Background: an optimization exercise with open tools, aiming at small area, a short achievable clock period and few clock cycles per item. Do not read the settings as production practice.
Power and IR drop assume default switching activity.

==> run E <==
## multiplier
module multiplier #(MANT_BITS=23, EXP_BITS=8)(
	input wire clk,
	input wire reset_n,
	input wire input_valid,
	input logic [EXP_BITS+MANT_BITS:0] in_a,
	input logic [EXP_BITS+MANT_BITS:0] in_b,
	output logic [EXP_BITS+MANT_BITS:0] data_out,
	output logic output_valid
);
export LEC_CHECK = 0
export CAP_MARGIN = 20
export CORE_MARGIN = 2
export CORE_UTILIZATION = 40
export SETUP_SLACK_MARGIN = 2.5
export SLEW_MARGIN = 20
export SYNTH_HIERARCHICAL = 1
create_clock -name core_clock -period 8.0 [get_ports {clk}]
run.sh (not shown) runs the stock make flow with config.mk's settings and CLKGATE_MAP_FILE= SYNTH_SCRIPT=/design/flow/synth_recipe.tcl, a recipe that flattens the netlist after the stock synthesis.
==> run M: changes against run E <==
--- a/flow/config.mk
+++ b/flow/config.mk
@@ -10,3 +10,3 @@
 export CORE_UTILIZATION = 40
-export SETUP_SLACK_MARGIN = 2.5
+export SETUP_SLACK_MARGIN = 1.5
 export SLEW_MARGIN = 20
==> impl_metrics.tcl <==
set metrics [dict create \
    internal_power_mw 3.473 \
    outcome "complete, no violations" \
    r2r_cells 13 \
    multiInputGateArea_um2 16650 \
    wl_met2_um 28630 \
    postCtsSetupRepairBufs 0 \
    grt_usage_pct 25.81 \
    finalInstanceArea_um2 21810 \
    final_nets 2618 \
]
-- figures above: run M

==> impl_metrics.tcl <==
set metrics [dict create \
    finalInstanceArea_um2 26130 \
    r2r_cells 17 \
    outcome "complete, no violations" \
    final_nets 2868 \
    postCtsSetupRepairBufs 173 \
    yosys_warnings 7 \
    multiInputGateArea_um2 17730 \
    wl_met2_um 33500 \
]
-- figures above: run E

No functional check of the RTL was part of any run of this note.

* * *

==> trial 30: inputs <==
multiplier again, from the RTL that the note above started with.
Design multiplier, start of the top module:
module multiplier #(MANT_BITS=23, EXP_BITS=8)(
	input wire clk,
	input wire reset_n,
	input wire input_valid,
	input logic [EXP_BITS+MANT_BITS:0] in_a,
	input logic [EXP_BITS+MANT_BITS:0] in_b,
	output logic [EXP_BITS+MANT_BITS:0] data_out,
	output logic output_valid
);
localparam [1:0] IDLE = 2'd0, SHIFT = 2'd1, MUL = 2'd2;
logic [1:0] st;
logic [7:0] ea, eb;
logic za, zb;
logic [9:0] esum;               
logic slow;
assign ea = in_a[30:23];
assign eb = in_b[30:23];
assign za = (ea == 8'd0);
assign zb = (eb == 8'd0);
assign esum = {2'b0, ea | {7'b0, za}} + {2'b0, eb | {7'b0, zb}};
assign slow = (za & ~zb & (|in_a[22:0])) | (zb & ~za & (|in_b[22:0]));
logic [23:0] sh;                
logic        sh_a;              
logic [8:0]  e;                 
logic        s126_r;
wire shifting = (st == SHIFT) && !sh[23] && !e[8] && !s126_r;
always_ff @(posedge clk) begin
	if (st == IDLE) begin
		sh <= {1'b0, za ? in_a[22:0] : in_b[22:0]};
		sh_a <= za;
	end else if (shifting)
		sh <= sh << 1;
end
wire use_sh = (st == MUL);
wire [23:0] x = (use_sh && sh_a) ? sh : {~za, in_a[22:0]};
wire [23:0] y = (use_sh && !sh_a) ? sh : {~zb, in_b[22:0]};
	wire pp1 = x[0] & y[0];
	wire pp2 = x[0] & y[1];
	wire pp3 = x[0] & y[2];
	wire pp4 = x[0] & y[3];
	wire pp5 = x[0] & y[4];
	wire pp6 = x[0] & y[5];
	wire pp7 = x[0] & y[6];
	wire pp8 = x[0] & y[7];
	wire pp9 = x[0] & y[8];
	wire pp10 = x[0] & y[9];
	wire pp11 = x[0] & y[10];
	wire pp12 = x[0] & y[11];
	wire pp13 = x[0] & y[12];
	wire pp14 = x[0] & y[13];
	wire pp15 = x[0] & y[14];
	wire pp16 = x[0] & y[15];
	wire pp17 = x[0] & y[16];
	wire pp18 = x[0] & y[17];
	wire pp19 = x[0] & y[18];
	wire pp20 = x[0] & y[19];
	wire pp21 = x[0] & y[20];
	wire pp22 = x[0] & y[21];
	wire pp23 = x[0] & y[22];
	wire pp24 = x[0] & y[23];
  ...
clock: 8.0 ns
lec_check: 0
cap_margin: 20
core_margin: 2
core_utilization: 40
setup_slack_margin: 3.5
slew_margin: 20
synth_hierarchical: 1
==> trial 85 (differences from trial 30) <==
Settings changed: SETUP_SLACK_MARGIN 3.5 to default.
==> notes <==
Against trial 85, the first-iteration DRC count of trial 30 is larger by about 45%. Between trial 30 and trial 85, the lower sequential share of layout area is in trial 30 (gap 2.6 points). Of trial 85 and trial 30, trial 30 has the higher total power (gap 23%, measured against trial 30). In trial 85 the utilization is lower than in trial 30, by 14 points. Between trial 85 and trial 30, the lower global-route usage is in trial 85 (gap 6.2 points). In trial 85 the clock skew is higher than in trial 30, by 0.0055 ns. Sequential cell count is the same in trial 30 and trial 85.
==> figures <==
| quantity | trial 85 | trial 30 |
|---|---|---|
| Status | complete, no violations | complete, no violations |
| Worst setup path endpoint | rb[11] | rb[12] |
| Largest clock skew in the final design | 0.01937 ns | 0.01389 ns |
| Slack of the critical path | 1.198 ns | 2.393 ns |
| Buffering overhead | 0.07025 | 0.2135 |
| Inserted Diodes | 0 | 1 |
| Postcts setup bufs | 0 | 287 |
| Worst max-slew margin expressed relative to the limit | 0.3468 | 0.3066 |
| HPWL reported at the end of detailed placement | 46910 um | 45460 um |
| Worst-margin pin slew | 0.9609 ns | 1.039 ns |
| Number of detailed-route iterations in the first pass | 7 | 6 |
| Worst slack at placement | 0.6749 ns | 1.015 ns |
| Detailed Route Iter0 Violations | 1509 | 2193 |
| Global-route wire length before repair | 97100 um | 117900 um |
| Setup repair after global routing missed its margin | no | yes |
| Cell area after placement | 0.02134 mm2 | 0.02156 mm2 |
No run of this note included a check of the RTL's function; only the layout flow was run.

-- separate check: timing with driven ports --
The flow's constraints put no driver on any port. The routed layouts listed below were extracted and timed again, unchanged, in two steps.
Step 1 sets driving cells, clkbuf_16 on the clock port and buf_2 on the other inputs (assumed; they add their load-dependent delay and slew).
Step 2 adds t to the input delays and takes it off the output delays; t is the mean of the earliest and latest rising clock arrival at the registers after step 1. Input paths then give back, and output paths get back, about the clock's delay inside the block.
Three values: ideal ports, drivers, drivers and shift; two values: the first two.
run | t (ns) | setup slack, ns | hold slack, ns | worst setup path at the end | cell pins on the clock port's net
run E | 0.453 | 2.307 / 2.253 / 1.800 | 0.551 / 0.551 / 0.551 | input to register | 1
run M | 0.456 | 1.597 / 1.624 / 1.168 | 0.588 / 0.588 / 0.588 | input to register | 1
trial 30 | 0.462 | 2.393 / 2.409 / 1.947 | 0.587 / 0.587 / 0.587 | input to register | 1
trial 85 | 0.450 | 1.198 / 1.227 / 0.777 | 0.589 / 0.589 / 0.589 | input to register | 1
After both steps setup and hold are still met in every run listed. For run E, which loses most, drivers alone change the setup slack by -0.054 ns; drivers and shift together by -0.507 ns.
